Source: an optimization exercise on an open RTL-to-GDS flow (aim: small area). Production flows keep margins and buffers that such runs may drop.
In this exercise RTL edits were held to simulation tests only and were not proved equivalent to the original.
Power figures rest on the tool's default switching activity, not on a simulated workload.

## processor
module processor(
    input wire clk,
    input wire reset,
    output [31:0] imem_addr,
    input wire [31:0] imem_data,
    output [31:0] dmem_addr,
    output [31:0] dmem_wdata,
    output [3:0] dmem_wstrb,
    output dmem_we,
    output dmem_re,
    input wire [31:0] dmem_rdata,
    output [31:0] x1,
    output [31:0] x2,
    output [31:0] x3,
    output [31:0] x4
);
    reg [31:1] pc;
    reg [31:0] regs [1:31];
    reg [31:5] valid;
    wire [31:1] pc_next;
    wire [31:1] we, we_n, sel1, sel2;
    wire [32*31-1:0] d_next;
    wire [32*31-1:0] q_all;
    wire [31:0] wb;
    wire rf_we;
    wire kill1;
    integer i;
    always @(posedge clk or posedge reset) begin
        if (reset) begin
            pc <= 31'b0;
            for (i = 1; i <= 4; i = i + 1) regs[i] <= 32'b0;
            valid <= 27'b0;
        end else begin
            pc <= pc_next;
            for (i = 1; i <= 4; i = i + 1) regs[i] <= d_next[32*(i-1) +: 32];
            valid <= valid | we[31:5];
        end
    end
    always @(posedge clk) begin
        for (i = 5; i <= 31; i = i + 1) regs[i] <= d_next[32*(i-1) +: 32];
    end
    genvar k;
    generate
        for (k = 1; k <= 31; k = k + 1) begin : rf
            assign q_all[32*(k-1) +: 32] = regs[k];
  ...
Size: ~4,900 cells after synthesis, about 300 I/O pins.
Settings: LEC_CHECK=0, CAP_MARGIN=10, CORE_MARGIN=2, CORE_UTILIZATION=40, SETUP_SLACK_MARGIN=0.2, SLEW_MARGIN=20, SYNTH_HIERARCHICAL=1; clock period 12.0 ns.
standard.sh (not shown) runs the stock make flow with config.mk's settings and CLKGATE_MAP_FILE= SYNTH_SCRIPT=/design/flow/synth_recipe.tcl, a recipe that flattens the netlist after the stock synthesis.
==> flow/flow/run.sh <==
#!/bin/bash
set -e
cp standard.sh standard_sh_copy.log
export BUFFER_PORTS_ARGS="-buffer_cell sky130_fd_sc_hd__buf_1"
export CTS_ARGS="-sink_clustering_enable -repair_clock_nets -dont_use_dummy_load -buf_list sky130_fd_sc_hd__clkbuf_8 -sink_clustering_size 16 -sink_clustering_max_diameter 50"
bash standard.sh > standard.log 2>&1
Rerun with:
- SLEW_MARGIN: 20 -> 40
What happened: Sequential cell count stays the same; setup slack improved by 0.13 ns; routed wire length stays flat; register-to-register slack gains 0.14 ns; design area came out higher slightly; fmax grows slightly; utilization is higher by 0.43 points; combinational power stays flat; via count is about the same.
Rerun with:
==> flow/flow/run.sh (replaced) <==
#!/bin/bash
set -e
cp standard.sh standard_sh_copy.log
export BUFFER_PORTS_ARGS="-buffer_cell sky130_fd_sc_hd__buf_1"
export CTS_ARGS="-sink_clustering_enable -repair_clock_nets -dont_use_dummy_load -sink_clustering_size 30 -sink_clustering_max_diameter 60"
bash standard.sh > standard.log 2>&1
- CAP_MARGIN: 10 -> 20
Result:
- die area stays the same
- cell area increases by about 1.3%
- setup slack gains 0.12 ns
- global-route usage stays flat
- flip-flop and latch count is unchanged
- clock skew decreases by 0.080 ns
- utilization increases by 0.57 points
- final cell count decreases by about 0.38%
- synthesized cell count stays the same
Rerun with:
==> flow/flow/run.sh (replaced) <==
#!/bin/bash
set -e
cp standard.sh standard_sh_copy.log
export BUFFER_PORTS_ARGS="-buffer_cell sky130_fd_sc_hd__buf_1"
export CTS_ARGS="-sink_clustering_enable -repair_clock_nets -dont_use_dummy_load -buf_list sky130_fd_sc_hd__clkbuf_8 -sink_clustering_size 16 -sink_clustering_max_diameter 50"
bash standard.sh > standard.log 2>&1
- CAP_MARGIN: 20 -> 0
- SLEW_MARGIN: 40 -> 25
Result: Design area drops by 2.0%. Critical path depth is unchanged. Non-clock buffer count drops by 33. Flip-flop and latch count does not change. Power drops by 6.9%. Synthesized area is unchanged. Via count is unchanged. Hold slack is about the same. First-iteration DRC count barely changes.

* * *

Another version of the RTL of processor (not shown whole).
For scale: about 4900 cells after synthesis, ~300 I/O pins, ~54000 sq um of cells after synthesis.
==> flow/config.mk <==
export PLATFORM = sky130hd
export DESIGN_NAME = processor
export DESIGN_NICKNAME = processor
export VERILOG_FILES = /design/flow/design.v
export SDC_FILE = /design/flow/constraint.sdc
export NUM_CORES = 4
export LEC_CHECK = 0
export CAP_MARGIN = 20
export CORE_MARGIN = 2
export CORE_UTILIZATION = 40
export SETUP_SLACK_MARGIN = 0.2
export SLEW_MARGIN = 20
export SYNTH_HIERARCHICAL = 1
==> flow/constraint.sdc <==
create_clock -name core_clock -period 12.0 [get_ports {clk}]
set_input_delay 2.4000 -clock core_clock [delete_from_list [all_inputs] [get_ports {clk}]]
set_output_delay 2.4000 -clock core_clock [all_outputs]
set_load 0.01 [all_outputs]
==> flow/flow/run.sh <==
#!/bin/bash
set -e
cp standard.sh standard_sh_copy.log
export BUFFER_PORTS_ARGS="-buffer_cell sky130_fd_sc_hd__buf_1"
export CTS_ARGS="-sink_clustering_enable -repair_clock_nets -dont_use_dummy_load"
bash standard.sh > standard.log 2>&1
The first run completed without violations.
Then changed:
==> flow/run.sh (new file) <==
#!/bin/bash
# synth_recipe.tcl (not shown) runs the flow's synth.tcl, then flattens the netlist and writes it again
# the make line also repeats each setting of config.mk as NAME=value (left out here)
make -C /OpenROAD-flow-scripts/flow DESIGN_CONFIG=/design/flow/config.mk WORK_HOME=/design/flow/orfs CLKGATE_MAP_FILE= SYNTH_SCRIPT=/design/flow/synth_recipe.tcl finish
SETUP_SLACK_MARGIN = not set   (was 0.2)
removed: flow/flow/run.sh
removed: flow/standard.sh
What happened: With this change the flow finished but fails on setup timing; critical path depth fell by 3; synthesized cell count stays the same; utilization climbs by 3.6 points; setup slack got worse by 0.52 ns; global-route usage climbs by 0.85 points; via count rises by 1.4%; count of clock-buffer cells in the layout grows by 48; power climbs by 12%.

afterwards: timing with drivers on the ports:
How much do the figures lean on ideal ports? The routed layouts below were timed once more, with nothing changed but the port constraints. Step 1 sets driving cells, clkbuf_16 on the clock port and buf_2 on the other inputs (assumed; they add their load-dependent delay and slew). Step 2 also shifts input and output timing later by t, the mid clock arrival at the registers, as if the neighbouring blocks saw the same clock. Three values: ideal, step 1, step 2; two values: the first two.
run | t, ns | setup slack, ns | worst hold slack (ns) | slew at the worst register clock pin (ns)
the first run of note 1 | 0.927 | 0.480 / 0.457 / 0.457 | 0.481 / 0.481 / 0.481 | 0.11 / 0.11
the second run of note 1 | 0.885 | 0.611 / 0.504 / 0.504 | 0.477 / 0.477 / 0.477 | 0.11 / 0.11
the third run of note 1 | 0.751 | 0.733 / 0.602 / 0.602 | 0.483 / 0.483 / 0.483 | 0.10 / 0.10
the fourth run of note 1 | 0.920 | 0.554 / 0.446 / 0.446 | 0.480 / 0.480 / 0.480 | 0.11 / 0.11
the first run of note 2 | 0.792 | 0.324 / 0.188 / 0.188 | 0.488 / 0.488 / 0.488 | 0.07 / 0.07
the second run of note 2 | 0.787 | -0.194 / -0.223 / -0.223 | 0.480 / 0.480 / 0.480 | 0.07 / 0.07
For the first run of note 2, which loses most, drivers alone change the setup slack by -0.136 ns; drivers and shift together by -0.136 ns.
